Source: an optimization exercise on an open RTL-to-GDS flow (aim: small area, a short achievable clock period and few clock cycles). Production flows keep margins and buffers that such runs may drop. At most, simulation tests tie the RTL to the original design; equivalence was not proved.

==> run Y: inputs <==
## CONV
module CONV(
	input		clk,
	input		reset,
	output	reg	busy,
	input		ready,
	output	reg [11:0]	iaddr,
	input	signed [19:0] idata,
	output	 reg cwr,
	output	 reg [11:0]	caddr_wr,
	output	 reg [19:0]	cdata_wr,
	output	 reg	crd,
	output	 reg [11:0]	caddr_rd,
	input	 [19:0]	cdata_rd,
	output reg 	[2:0] 	csel
	);
Settings: LEC_CHECK=0, CAP_MARGIN=20, CORE_MARGIN=2, CORE_UTILIZATION=65, CTS_CLUSTER_DIAMETER=100, CTS_CLUSTER_SIZE=25, SLEW_MARGIN=20, SYNTH_HIERARCHICAL=1; clock period 10.0 ns.
standard.sh (not shown) runs the stock make flow with config.mk's settings and CLKGATE_MAP_FILE= SYNTH_SCRIPT=/design/flow/synth_recipe.tcl, a recipe that flattens the netlist after the stock synthesis.
==> flow/flow/run.sh <==
#!/bin/bash
# The standard layout (the standard.sh, unchanged synthesis and steps),
# with the timing repair asked for extra setup slack (SETUP_SLACK_MARGIN) so
# that the resizer also speeds up paths that already meet the 10 ns clock.
# The clock period and constraints are the design's. make's output goes to
# flow_standard.log; each ORFS step also logs under orfs/logs/.
set -euo pipefail
bash standard.sh SETUP_SLACK_MARGIN=6.9 finish > flow_standard.log 2>&1
==> run Z: changes against run Y <==
--- a/flow/design.v
+++ b/flow/design.v
@@ -3793,27 +3793,27 @@
 reg         endw;        
 wire [19:0] mx    = (rf || rq > acc) ? rq : acc;
 wire        res_v = rv & rl;
 wire        wr1   = ~l0go & (hold_v | res_v);
 wire        rd1   = (l0go & (|oc[11:4])) | (l0done & ~rdone & ~wr1);
 always @(posedge clk) begin
 	rq <= cdata_rd;
-	if (rv) acc <= mx;
+	acc <= mx;
 	if (!hold_v || wr1) hold <= mx;
 end
 always @(posedge clk or posedge reset) begin
 	if (reset) begin
 		oc <= 12'd0; l0done <= 1'b0; rc <= 12'd0; rdone <= 1'b0;
 		rv1 <= 1'b0; rl1 <= 1'b0; rf1 <= 1'b0; rv <= 1'b0; rl <= 1'b0; rf <= 1'b0;
 		hold_v <= 1'b0; wc <= 10'd0; endw <= 1'b0;
 		cwr <= 1'b0; crd <= 1'b0; busy <= 1'b0;
 	end else begin
 		if (l0go) oc <= oc + 12'd1;
 		if (l0go && oc == 12'hfff) l0done <= 1'b1;
-		rv1 <= rd1; rl1 <= rc[1:0] == 2'd3; rf1 <= rc[1:0] == 2'd0;
+		rv1 <= rd1; rl1 <= rd1 && rc[1:0] == 2'd3; rf1 <= rd1 && rc[1:0] == 2'd0;
 		rv <= rv1; rl <= rl1; rf <= rf1;
 		if (rd1) rc <= rc + 12'd1;
 		if (rd1 && rc == 12'hfff) rdone <= 1'b1;
 		if (wr1) hold_v <= hold_v & res_v;
 		else if (res_v) hold_v <= 1'b1;
 		if (wr1) wc <= wc + 10'd1;
 		cwr <= l0go | wr1;
==> flow/flow/run.sh (replaced) <==
#!/bin/bash
# The standard layout (the standard.sh, unchanged synthesis and steps),
# with the timing repair asked for extra setup slack (SETUP_SLACK_MARGIN) so
# that the resizer also speeds up paths that already meet the 10 ns clock.
# The clock period and constraints are the design's. make's output goes to
# flow_standard.log; each ORFS step also logs under orfs/logs/.
set -euo pipefail
bash standard.sh SETUP_SLACK_MARGIN=6.7 finish > flow_standard.log 2>&1
==> flow/config.mk (replaced) <==
export PLATFORM = sky130hd
export DESIGN_NAME = CONV
export DESIGN_NICKNAME = CONV
export VERILOG_FILES = /design/flow/design.v
export SDC_FILE = /design/flow/constraint.sdc
export NUM_CORES = 4
export LEC_CHECK = 0
export CAP_MARGIN = 20
export CORE_MARGIN = 2
export CORE_UTILIZATION = 60
export CTS_CLUSTER_DIAMETER = 100
export CTS_CLUSTER_SIZE = 25
export SLEW_MARGIN = 20
export SYNTH_HIERARCHICAL = 1
==> run notes <==
metric                                                                            run Y                    run Z
Result of the run                                                        did not finish  complete, no violations
Stage where the flow stopped                                   global routing (5_1_grt)                        -
Number of enable flip-flop cells after synthesis                                     40                       20
Rows                                                                                 94                       97
Number of instances in the placed design                                           3672                     3727
Sequential-to-total area share from yosys stat                                   41.11%                   41.20%
Initial core utilization                                                         65.53%                   60.69%
Port Buffer Count                                                                   102                      102
Area post-placement                                                          45280 um^2               44800 um^2
Synth unique cells                                                                   60                       57
Average size of a mapped cell                                                15.79 um^2               15.76 um^2
Post-DP HPWL                                                                  107100 um                104800 um
Number of clock buffers inserted by TritonCTS                                        44                       43
Setup Buffers After CTS                                                             170                       57
Post-synthesis compound-gate area fraction                                       2.957%                   2.334%
Synth Instances                                                                    2729                     2696
Post-synthesis instance area                                                 43080 um^2               42500 um^2
Pre-CTS setup slack                                                             5653 ps                  5624 ps
Synthesized-area fraction occupied by and/or/nand/nor cells                      3.465%                   2.923%
Die Width                                                                      261.4 um                 270.2 um
Nets in the synthesized netlist                                                    3854                     3821
Share of Yosys cell area claimed by the top area cell type                       45.12%                   45.74%
Total of cells resized after clock tree synthesis                                   787                      329
Post-synthesis share of cell area spent on xor and xnor gates                    1.301%                   1.339%
Adder and majority gate portion of the synthesized area                          48.34%                   49.00%
Routability congestion estimate                                                   1.037                    1.004
Die boundary height                                                            261.4 um                 270.2 um
Mux contribution to synthesized area                                            0.3137%                  0.7683%
No functional check of the RTL was part of any run of this note.

==> 03-14: inputs <==
CONV, a different RTL version from the one above (not shown whole).
Settings: LEC_CHECK=0, CAP_MARGIN=50, CORE_MARGIN=2, CORE_UTILIZATION=65, CTS_CLUSTER_DIAMETER=100, CTS_CLUSTER_SIZE=25, SLEW_MARGIN=75, SYNTH_HIERARCHICAL=1; clock period 10.0 ns.
==> flow/flow/run.sh <==
#!/bin/bash
# Standard layout, with timing repair asked for extra setup slack so that the
# resizer also works on paths that already meet the 10 ns clock.
set -euo pipefail
bash standard.sh SETUP_SLACK_MARGIN=6.8 finish > flow_standard.log 2>&1
==> 12-26: changes against 03-14 <==
--- a/flow/design.v
+++ b/flow/design.v
@@ -2383,45 +2383,18 @@
 wire t2133;
 wire t2134;
 wire t2135;
 wire t2136;
 wire t2137;
 wire t2138;
 wire t2139;
 wire t2140;
-reg r9_0_0;
-reg r9_1_0;
-reg r9_1_1;
-reg r9_2_0;
-reg r9_3_0;
-reg r9_3_1;
-reg r9_4_0;
-reg r9_5_0;
-reg r9_5_1;
-reg r9_6_0;
-reg r9_6_1;
-reg r9_7_0;
-reg r9_7_1;
-reg r9_8_0;
-reg r9_8_1;
-reg r9_9_0;
-reg r9_9_1;
-reg r9_10_0;
-reg r9_10_1;
-reg r9_11_0;
-reg r9_11_1;
-reg r9_12_0;
-reg r9_12_1;
-reg r9_13_0;
-reg r9_13_1;
-reg r9_14_0;
-reg r9_14_1;
-reg r9_15_0;
-reg r9_15_1;
+wire [16:0] lows;
+reg lowc;
 reg r9_16_0;
 reg r9_16_1;
 reg r9_17_0;
 reg r9_17_1;
 reg r9_18_0;
 reg r9_18_1;
 reg r9_19_0;
 reg r9_19_1;
@@ -3781,45 +3754,18 @@
 FA3 ut2132(.a(t2131), .b(t2043), .c(t2041), .s(t2132), .co(t2133));
 assign t2134 = t2046 ^ t2044;
 assign t2135 = t2046 | t2044;
 assign t2136 = t2048 ^ t2047;
 assign t2137 = t2048 | t2047;
 assign t2138 = ~t2049;
 assign t2139 = t2050 ^ t2138;
 assign t2140 = t2050 | t2138;
-always @(posedge clk) r9_0_0 <= r5_0_0;
-always @(posedge clk) r9_1_0 <= r5_1_0;
-always @(posedge clk) r9_1_1 <= r5_1_1;
-always @(posedge clk) r9_2_0 <= t2053;
-always @(posedge clk) r9_3_0 <= r5_3_0;
-always @(posedge clk) r9_3_1 <= t2054;
-always @(posedge clk) r9_4_0 <= t2056;
-always @(posedge clk) r9_5_0 <= t2058;
-always @(posedge clk) r9_5_1 <= t2057;
-always @(posedge clk) r9_6_0 <= t2061;
-always @(posedge clk) r9_6_1 <= t2059;
-always @(posedge clk) r9_7_0 <= t2064;
-always @(posedge clk) r9_7_1 <= t2062;
-always @(posedge clk) r9_8_0 <= t2066;
-always @(posedge clk) r9_8_1 <= t2065;
-always @(posedge clk) r9_9_0 <= t2069;
-always @(posedge clk) r9_9_1 <= t2067;
-always @(posedge clk) r9_10_0 <= t2072;
-always @(posedge clk) r9_10_1 <= t2070;
-always @(posedge clk) r9_11_0 <= t2075;
-always @(posedge clk) r9_11_1 <= t2073;
-always @(posedge clk) r9_12_0 <= t2078;
-always @(posedge clk) r9_12_1 <= t2076;
-always @(posedge clk) r9_13_0 <= t2080;
-always @(posedge clk) r9_13_1 <= t2079;
-always @(posedge clk) r9_14_0 <= t2083;
-always @(posedge clk) r9_14_1 <= t2081;
-always @(posedge clk) r9_15_0 <= t2086;
-always @(posedge clk) r9_15_1 <= t2084;
+assign lows = {1'b0, t2086, ~t2083, ~t2080, ~t2078, t2075, t2072, t2069, ~t2066, t2064, t2061, t2058, ~t2056, r5_3_0, ~t2053, r5_1_0, ~r5_0_0} + {1'b0, ~t2084, ~t2081, t2079, t2076, t2073, t2070, t2067, t2065, t2062, t2059, ~t2057, 1'b0, t2054, 1'b0, ~r5_1_1, 1'b0};
+always @(posedge clk) lowc <= lows[16];
 always @(posedge clk) r9_16_0 <= t2089;
 always @(posedge clk) r9_16_1 <= t2087;
 always @(posedge clk) r9_17_0 <= t2091;
 always @(posedge clk) r9_17_1 <= t2090;
 always @(posedge clk) r9_18_0 <= t2093;
 always @(posedge clk) r9_18_1 <= t2092;
 always @(posedge clk) r9_19_0 <= t2096;
 always @(posedge clk) r9_19_1 <= t2094;
@@ -3854,61 +3800,63 @@
 always @(posedge clk) r9_34_0 <= t2134;
 always @(posedge clk) r9_34_1 <= t2133;
 always @(posedge clk) r9_35_0 <= t2136;
 always @(posedge clk) r9_35_1 <= t2135;
 always @(posedge clk) r9_36_0 <= t2139;
 always @(posedge clk) r9_36_1 <= t2137;
 always @(posedge clk) r9_37_0 <= t2051;
 always @(posedge clk) r9_37_1 <= t2140;
-wire [37:0] fa = {r9_37_0, r9_36_0, r9_35_0, r9_34_0, ~r9_33_0, ~r9_32_0, r9_31_0, r9_30_0, ~r9_29_0, ~r9_28_0, ~r9_27_0, r9_26_0, r9_25_0, r9_24_0, r9_23_0, r9_22_0, ~r9_21_0, r9_20_0, r9_19_0, r9_18_0, ~r9_17_0, r9_16_0, r9_15_0, ~r9_14_0, ~r9_13_0, ~r9_12_0, r9_11_0, r9_10_0, r9_9_0, ~r9_8_0, r9_7_0, r9_6_0, r9_5_0, ~r9_4_0, r9_3_0, ~r9_2_0, r9_1_0, ~r9_0_0};
-wire [37:0] fb = {~r9_37_1, ~r9_36_1, ~r9_35_1, ~r9_34_1, ~r9_33_1, r9_32_1, r9_31_1, r9_30_1, r9_29_1, ~r9_28_1, r9_27_1, r9_26_1, r9_25_1, r9_24_1, r9_23_1, ~r9_22_1, r9_21_1, r9_20_1, r9_19_1, r9_18_1, r9_17_1, r9_16_1, ~r9_15_1, ~r9_14_1, r9_13_1, r9_12_1, r9_11_1, r9_10_1, r9_9_1, r9_8_1, r9_7_1, r9_6_1, ~r9_5_1, 1'b0, r9_3_1, 1'b0, ~r9_1_1, 1'b0};
-wire [37:0] tsum = fa + fb;
-wire [19:0] l0v = tsum[37] ? 20'd0 : tsum[35:16];
+wire [37:0] fa = {r9_37_0, r9_36_0, r9_35_0, r9_34_0, ~r9_33_0, ~r9_32_0, r9_31_0, r9_30_0, ~r9_29_0, ~r9_28_0, ~r9_27_0, r9_26_0, r9_25_0, r9_24_0, r9_23_0, r9_22_0, ~r9_21_0, r9_20_0, r9_19_0, r9_18_0, ~r9_17_0, r9_16_0, 1'b0, 1'b0, 1'b0, 1'b0, 1'b0, 1'b0, 1'b0, 1'b0, 1'b0, 1'b0, 1'b0, 1'b0, 1'b0, 1'b0, 1'b0, 1'b0};
+wire [37:0] fb = {~r9_37_1, ~r9_36_1, ~r9_35_1, ~r9_34_1, ~r9_33_1, r9_32_1, r9_31_1, r9_30_1, r9_29_1, ~r9_28_1, r9_27_1, r9_26_1, r9_25_1, r9_24_1, r9_23_1, ~r9_22_1, r9_21_1, r9_20_1, r9_19_1, r9_18_1, r9_17_1, r9_16_1, 1'b0, 1'b0, 1'b0, 1'b0, 1'b0, 1'b0, 1'b0, 1'b0, 1'b0, 1'b0, 1'b0, 1'b0, 1'b0, 1'b0, 1'b0, 1'b0};
+wire [21:0] tsum = fa[37:16] + fb[37:16] + {21'd0, lowc};
+wire [19:0] l0v = tsum[21] ? 20'd0 : tsum[19:0];
 wire        l0go = vp[2];
 reg  [11:0] oc;          
 reg         l0done;      
 reg  [11:0] rc;          
 reg         rdone;       
 reg         rv1, rl1, rf1;   
 reg         rv, rl, rf;      
 reg  [19:0] rq;          
 reg  [19:0] acc;         
 reg  [19:0] hold;        
 reg         hold_v;
 reg  [9:0]  wc;          
+reg         endw;        
 wire [19:0] mx    = (rf || rq > acc) ? rq : acc;
 wire        res_v = rv & rl;
 wire        wr1   = ~l0go & (hold_v | res_v);
 wire        rd1   = (l0go & (|oc[11:4])) | (l0done & ~rdone & ~wr1);
 always @(posedge clk) begin
 	rq <= cdata_rd;
 	if (rv) acc <= mx;
 	if (!hold_v || wr1) hold <= mx;
 end
 always @(posedge clk or posedge reset) begin
 	if (reset) begin
 		oc <= 12'd0; l0done <= 1'b0; rc <= 12'd0; rdone <= 1'b0;
 		rv1 <= 1'b0; rl1 <= 1'b0; rf1 <= 1'b0; rv <= 1'b0; rl <= 1'b0; rf <= 1'b0;
-		hold_v <= 1'b0; wc <= 10'd0;
+		hold_v <= 1'b0; wc <= 10'd0; endw <= 1'b0;
 		cwr <= 1'b0; crd <= 1'b0; busy <= 1'b0;
 	end else begin
 		if (l0go) oc <= oc + 12'd1;
 		if (l0go && oc == 12'hfff) l0done <= 1'b1;
 		rv1 <= rd1; rl1 <= rc[1:0] == 2'd3; rf1 <= rc[1:0] == 2'd0;
 		rv <= rv1; rl <= rl1; rf <= rf1;
 		if (rd1) rc <= rc + 12'd1;
 		if (rd1 && rc == 12'hfff) rdone <= 1'b1;
 		if (wr1) hold_v <= hold_v & res_v;
 		else if (res_v) hold_v <= 1'b1;
 		if (wr1) wc <= wc + 10'd1;
 		cwr <= l0go | wr1;
 		crd <= rd1;
 		if (!run && ready && !fin) busy <= 1'b1;
-		if (cwr && csel[1] && wc == 10'd0 && rdone) busy <= 1'b0;
+		endw <= wr1 && wc == 10'h3ff;
+		if (endw) busy <= 1'b0;
 	end
 end
 always @(posedge clk) begin
 	csel <= {1'b0, wr1, 1'b1};
 	caddr_rd <= {rc[11:9], rc[3:2], rc[0], rc[8:4], rc[1]};
 	if (l0go) begin
 		cdata_wr <= l0v;
 		caddr_wr <= {oc[11:9], oc[2:0], oc[8:3]};
==> flow/flow/run.sh (replaced) <==
#!/bin/bash
# The standard layout (the standard.sh, unchanged synthesis and steps),
# with the timing repair asked for extra setup slack (SETUP_SLACK_MARGIN) so
# that the resizer also speeds up paths that already meet the 10 ns clock.
# The clock period and constraints are the design's. make's output goes to
# flow_standard.log; each ORFS step also logs under orfs/logs/.
set -euo pipefail
bash standard.sh SETUP_SLACK_MARGIN=6.7 finish > flow_standard.log 2>&1
==> flow/config.mk (replaced) <==
export PLATFORM = sky130hd
export DESIGN_NAME = CONV
export DESIGN_NICKNAME = CONV
export VERILOG_FILES = /design/flow/design.v
export SDC_FILE = /design/flow/constraint.sdc
export NUM_CORES = 4
export LEC_CHECK = 0
export CAP_MARGIN = 20
export CORE_MARGIN = 2
export CORE_UTILIZATION = 65
export CTS_CLUSTER_DIAMETER = 100
export CTS_CLUSTER_SIZE = 25
export SLEW_MARGIN = 20
export SYNTH_HIERARCHICAL = 1
==> 11-18: changes against 03-14 <==
--- a/flow/design.v
+++ b/flow/design.v
@@ -2383,45 +2383,18 @@
 wire t2133;
 wire t2134;
 wire t2135;
 wire t2136;
 wire t2137;
 wire t2138;
 wire t2139;
 wire t2140;
-reg r9_0_0;
-reg r9_1_0;
-reg r9_1_1;
-reg r9_2_0;
-reg r9_3_0;
-reg r9_3_1;
-reg r9_4_0;
-reg r9_5_0;
-reg r9_5_1;
-reg r9_6_0;
-reg r9_6_1;
-reg r9_7_0;
-reg r9_7_1;
-reg r9_8_0;
-reg r9_8_1;
-reg r9_9_0;
-reg r9_9_1;
-reg r9_10_0;
-reg r9_10_1;
-reg r9_11_0;
-reg r9_11_1;
-reg r9_12_0;
-reg r9_12_1;
-reg r9_13_0;
-reg r9_13_1;
-reg r9_14_0;
-reg r9_14_1;
-reg r9_15_0;
-reg r9_15_1;
+wire [16:0] lows;
+reg lowc;
 reg r9_16_0;
 reg r9_16_1;
 reg r9_17_0;
 reg r9_17_1;
 reg r9_18_0;
 reg r9_18_1;
 reg r9_19_0;
 reg r9_19_1;
@@ -3781,45 +3754,18 @@
 FA3 ut2132(.a(t2131), .b(t2043), .c(t2041), .s(t2132), .co(t2133));
 assign t2134 = t2046 ^ t2044;
 assign t2135 = t2046 | t2044;
 assign t2136 = t2048 ^ t2047;
 assign t2137 = t2048 | t2047;
 assign t2138 = ~t2049;
 assign t2139 = t2050 ^ t2138;
 assign t2140 = t2050 | t2138;
-always @(posedge clk) r9_0_0 <= r5_0_0;
-always @(posedge clk) r9_1_0 <= r5_1_0;
-always @(posedge clk) r9_1_1 <= r5_1_1;
-always @(posedge clk) r9_2_0 <= t2053;
-always @(posedge clk) r9_3_0 <= r5_3_0;
-always @(posedge clk) r9_3_1 <= t2054;
-always @(posedge clk) r9_4_0 <= t2056;
-always @(posedge clk) r9_5_0 <= t2058;
-always @(posedge clk) r9_5_1 <= t2057;
-always @(posedge clk) r9_6_0 <= t2061;
-always @(posedge clk) r9_6_1 <= t2059;
-always @(posedge clk) r9_7_0 <= t2064;
-always @(posedge clk) r9_7_1 <= t2062;
-always @(posedge clk) r9_8_0 <= t2066;
-always @(posedge clk) r9_8_1 <= t2065;
-always @(posedge clk) r9_9_0 <= t2069;
-always @(posedge clk) r9_9_1 <= t2067;
-always @(posedge clk) r9_10_0 <= t2072;
-always @(posedge clk) r9_10_1 <= t2070;
-always @(posedge clk) r9_11_0 <= t2075;
-always @(posedge clk) r9_11_1 <= t2073;
-always @(posedge clk) r9_12_0 <= t2078;
-always @(posedge clk) r9_12_1 <= t2076;
-always @(posedge clk) r9_13_0 <= t2080;
-always @(posedge clk) r9_13_1 <= t2079;
-always @(posedge clk) r9_14_0 <= t2083;
-always @(posedge clk) r9_14_1 <= t2081;
-always @(posedge clk) r9_15_0 <= t2086;
-always @(posedge clk) r9_15_1 <= t2084;
+assign lows = {1'b0, t2086, ~t2083, ~t2080, ~t2078, t2075, t2072, t2069, ~t2066, t2064, t2061, t2058, ~t2056, r5_3_0, ~t2053, r5_1_0, ~r5_0_0} + {1'b0, ~t2084, ~t2081, t2079, t2076, t2073, t2070, t2067, t2065, t2062, t2059, ~t2057, 1'b0, t2054, 1'b0, ~r5_1_1, 1'b0};
+always @(posedge clk) lowc <= lows[16];
 always @(posedge clk) r9_16_0 <= t2089;
 always @(posedge clk) r9_16_1 <= t2087;
 always @(posedge clk) r9_17_0 <= t2091;
 always @(posedge clk) r9_17_1 <= t2090;
 always @(posedge clk) r9_18_0 <= t2093;
 always @(posedge clk) r9_18_1 <= t2092;
 always @(posedge clk) r9_19_0 <= t2096;
 always @(posedge clk) r9_19_1 <= t2094;
@@ -3854,61 +3800,63 @@
 always @(posedge clk) r9_34_0 <= t2134;
 always @(posedge clk) r9_34_1 <= t2133;
 always @(posedge clk) r9_35_0 <= t2136;
 always @(posedge clk) r9_35_1 <= t2135;
 always @(posedge clk) r9_36_0 <= t2139;
 always @(posedge clk) r9_36_1 <= t2137;
 always @(posedge clk) r9_37_0 <= t2051;
 always @(posedge clk) r9_37_1 <= t2140;
-wire [37:0] fa = {r9_37_0, r9_36_0, r9_35_0, r9_34_0, ~r9_33_0, ~r9_32_0, r9_31_0, r9_30_0, ~r9_29_0, ~r9_28_0, ~r9_27_0, r9_26_0, r9_25_0, r9_24_0, r9_23_0, r9_22_0, ~r9_21_0, r9_20_0, r9_19_0, r9_18_0, ~r9_17_0, r9_16_0, r9_15_0, ~r9_14_0, ~r9_13_0, ~r9_12_0, r9_11_0, r9_10_0, r9_9_0, ~r9_8_0, r9_7_0, r9_6_0, r9_5_0, ~r9_4_0, r9_3_0, ~r9_2_0, r9_1_0, ~r9_0_0};
-wire [37:0] fb = {~r9_37_1, ~r9_36_1, ~r9_35_1, ~r9_34_1, ~r9_33_1, r9_32_1, r9_31_1, r9_30_1, r9_29_1, ~r9_28_1, r9_27_1, r9_26_1, r9_25_1, r9_24_1, r9_23_1, ~r9_22_1, r9_21_1, r9_20_1, r9_19_1, r9_18_1, r9_17_1, r9_16_1, ~r9_15_1, ~r9_14_1, r9_13_1, r9_12_1, r9_11_1, r9_10_1, r9_9_1, r9_8_1, r9_7_1, r9_6_1, ~r9_5_1, 1'b0, r9_3_1, 1'b0, ~r9_1_1, 1'b0};
-wire [37:0] tsum = fa + fb;
-wire [19:0] l0v = tsum[37] ? 20'd0 : tsum[35:16];
+wire [37:0] fa = {r9_37_0, r9_36_0, r9_35_0, r9_34_0, ~r9_33_0, ~r9_32_0, r9_31_0, r9_30_0, ~r9_29_0, ~r9_28_0, ~r9_27_0, r9_26_0, r9_25_0, r9_24_0, r9_23_0, r9_22_0, ~r9_21_0, r9_20_0, r9_19_0, r9_18_0, ~r9_17_0, r9_16_0, 1'b0, 1'b0, 1'b0, 1'b0, 1'b0, 1'b0, 1'b0, 1'b0, 1'b0, 1'b0, 1'b0, 1'b0, 1'b0, 1'b0, 1'b0, 1'b0};
+wire [37:0] fb = {~r9_37_1, ~r9_36_1, ~r9_35_1, ~r9_34_1, ~r9_33_1, r9_32_1, r9_31_1, r9_30_1, r9_29_1, ~r9_28_1, r9_27_1, r9_26_1, r9_25_1, r9_24_1, r9_23_1, ~r9_22_1, r9_21_1, r9_20_1, r9_19_1, r9_18_1, r9_17_1, r9_16_1, 1'b0, 1'b0, 1'b0, 1'b0, 1'b0, 1'b0, 1'b0, 1'b0, 1'b0, 1'b0, 1'b0, 1'b0, 1'b0, 1'b0, 1'b0, 1'b0};
+wire [21:0] tsum = fa[37:16] + fb[37:16] + {21'd0, lowc};
+wire [19:0] l0v = tsum[21] ? 20'd0 : tsum[19:0];
 wire        l0go = vp[2];
 reg  [11:0] oc;          
 reg         l0done;      
 reg  [11:0] rc;          
 reg         rdone;       
 reg         rv1, rl1, rf1;   
 reg         rv, rl, rf;      
 reg  [19:0] rq;          
 reg  [19:0] acc;         
 reg  [19:0] hold;        
 reg         hold_v;
 reg  [9:0]  wc;          
+reg         endw;        
 wire [19:0] mx    = (rf || rq > acc) ? rq : acc;
 wire        res_v = rv & rl;
 wire        wr1   = ~l0go & (hold_v | res_v);
 wire        rd1   = (l0go & (|oc[11:4])) | (l0done & ~rdone & ~wr1);
 always @(posedge clk) begin
 	rq <= cdata_rd;
-	if (rv) acc <= mx;
+	acc <= mx;
 	if (!hold_v || wr1) hold <= mx;
 end
 always @(posedge clk or posedge reset) begin
 	if (reset) begin
 		oc <= 12'd0; l0done <= 1'b0; rc <= 12'd0; rdone <= 1'b0;
 		rv1 <= 1'b0; rl1 <= 1'b0; rf1 <= 1'b0; rv <= 1'b0; rl <= 1'b0; rf <= 1'b0;
-		hold_v <= 1'b0; wc <= 10'd0;
+		hold_v <= 1'b0; wc <= 10'd0; endw <= 1'b0;
 		cwr <= 1'b0; crd <= 1'b0; busy <= 1'b0;
 	end else begin
 		if (l0go) oc <= oc + 12'd1;
 		if (l0go && oc == 12'hfff) l0done <= 1'b1;
-		rv1 <= rd1; rl1 <= rc[1:0] == 2'd3; rf1 <= rc[1:0] == 2'd0;
+		rv1 <= rd1; rl1 <= rd1 && rc[1:0] == 2'd3; rf1 <= rd1 && rc[1:0] == 2'd0;
 		rv <= rv1; rl <= rl1; rf <= rf1;
 		if (rd1) rc <= rc + 12'd1;
 		if (rd1 && rc == 12'hfff) rdone <= 1'b1;
 		if (wr1) hold_v <= hold_v & res_v;
 		else if (res_v) hold_v <= 1'b1;
 		if (wr1) wc <= wc + 10'd1;
 		cwr <= l0go | wr1;
 		crd <= rd1;
 		if (!run && ready && !fin) busy <= 1'b1;
-		if (cwr && csel[1] && wc == 10'd0 && rdone) busy <= 1'b0;
+		endw <= wr1 && wc == 10'h3ff;
+		if (endw) busy <= 1'b0;
 	end
 end
 always @(posedge clk) begin
 	csel <= {1'b0, wr1, 1'b1};
 	caddr_rd <= {rc[11:9], rc[3:2], rc[0], rc[8:4], rc[1]};
 	if (l0go) begin
 		cdata_wr <= l0v;
 		caddr_wr <= {oc[11:9], oc[2:0], oc[8:3]};
==> flow/flow/run.sh (replaced) <==
#!/bin/bash
# The standard layout (the standard.sh, unchanged synthesis and steps),
# with the timing repair asked for extra setup slack (SETUP_SLACK_MARGIN) so
# that the resizer also speeds up paths that already meet the 10 ns clock.
# The clock period and constraints are the design's. make's output goes to
# flow_standard.log; each ORFS step also logs under orfs/logs/.
set -euo pipefail
bash standard.sh SETUP_SLACK_MARGIN=6.7 finish > flow_standard.log 2>&1
==> flow/config.mk (replaced) <==
export PLATFORM = sky130hd
export DESIGN_NAME = CONV
export DESIGN_NICKNAME = CONV
export VERILOG_FILES = /design/flow/design.v
export SDC_FILE = /design/flow/constraint.sdc
export NUM_CORES = 4
export LEC_CHECK = 0
export CAP_MARGIN = 20
export CORE_MARGIN = 2
export CORE_UTILIZATION = 62
export CTS_CLUSTER_DIAMETER = 100
export CTS_CLUSTER_SIZE = 25
export SLEW_MARGIN = 20
export SYNTH_HIERARCHICAL = 1
==> qor summary <==
metric                                                                  11-18        03-14        12-26
Result of the run                                    timing/DRC/antenna clean  timing/DRC/antenna clean  timing/DRC/antenna clean
Total iterations of the first detailed-routing run                          7            7            8
Destination of the critical timing path                               r5_21_6      r5_10_2      r5_22_5
Portion of the post-synthesis area used by sequential elements         0.4170       0.4249       0.4185
Reg-to-reg setup timing slack                                         6.71 ns      6.66 ns      6.70 ns
Post-synthesis simple-gate area fraction                              0.02472      0.02331      0.02222
Cell area reported after detailed placement                       44510 sq um  46170 sq um  44760 sq um
Max_slew headroom                                                      0.2498            -       0.4025
Portion of netlist area occupied by mux cells                        0.009427      0.01143      0.01485
Count of clock buffers in the final design                                 53           71           52
Top routing layer in use                                                 met4         met5         met5
Number of DRC markers after the initial detailed-route iteration         2361         2507         2237
Xor and xnor area share after synthesis                               0.01320      0.01313      0.01351
Startpoint of the most critical hold path                             sr19[0]      sr6[12]      sr9[12]
Global-route usage over all layers                                     0.3645       0.3680       0.3634
Post-synth design cell area                                       42470 sq um  43370 sq um  42800 sq um
Achievable Freq                                                    0.3038 GHz   0.2992 GHz   0.3033 GHz
Critical Path Stages                                                        6            7            6
Testbench counts of 11-18, summed over its fixed seeds: cycles 83,824.
The RTL of 03-14 and 12-26 was laid out without a check of its function.

## static timing again, ports no longer ideal
The flow's constraints put no driver on any port. The routed layouts listed below were extracted and timed again, unchanged, in two steps. Step 1 sets driving cells, clkbuf_16 on the clock port and buf_2 on the other inputs (assumed; they add their load-dependent delay and slew). Step 2 also shifts input and output timing later by t, the mid clock arrival at the registers, as if the neighbouring blocks saw the same clock. Three values: no drivers, after step 1, after step 2; two values: the first two.
run	t, ns	setup slack, ns	worst setup path at the end	slew at the worst register clock pin (ns)	worst slew at a driven data input, ns
run Z	0.686	5.876 / 5.876 / 5.876	register to register	0.12 / 0.12	0.06
03-14	0.692	6.658 / 6.658 / 6.658	register to register	0.11 / 0.11	0.05
12-26	0.686	6.703 / 6.686 / 6.703	register to register	0.11 / 0.11	0.05
11-18	0.700	6.708 / 6.660 / 6.708	register to register	0.10 / 0.10	0.06
After both steps setup and hold are still met in every run listed.
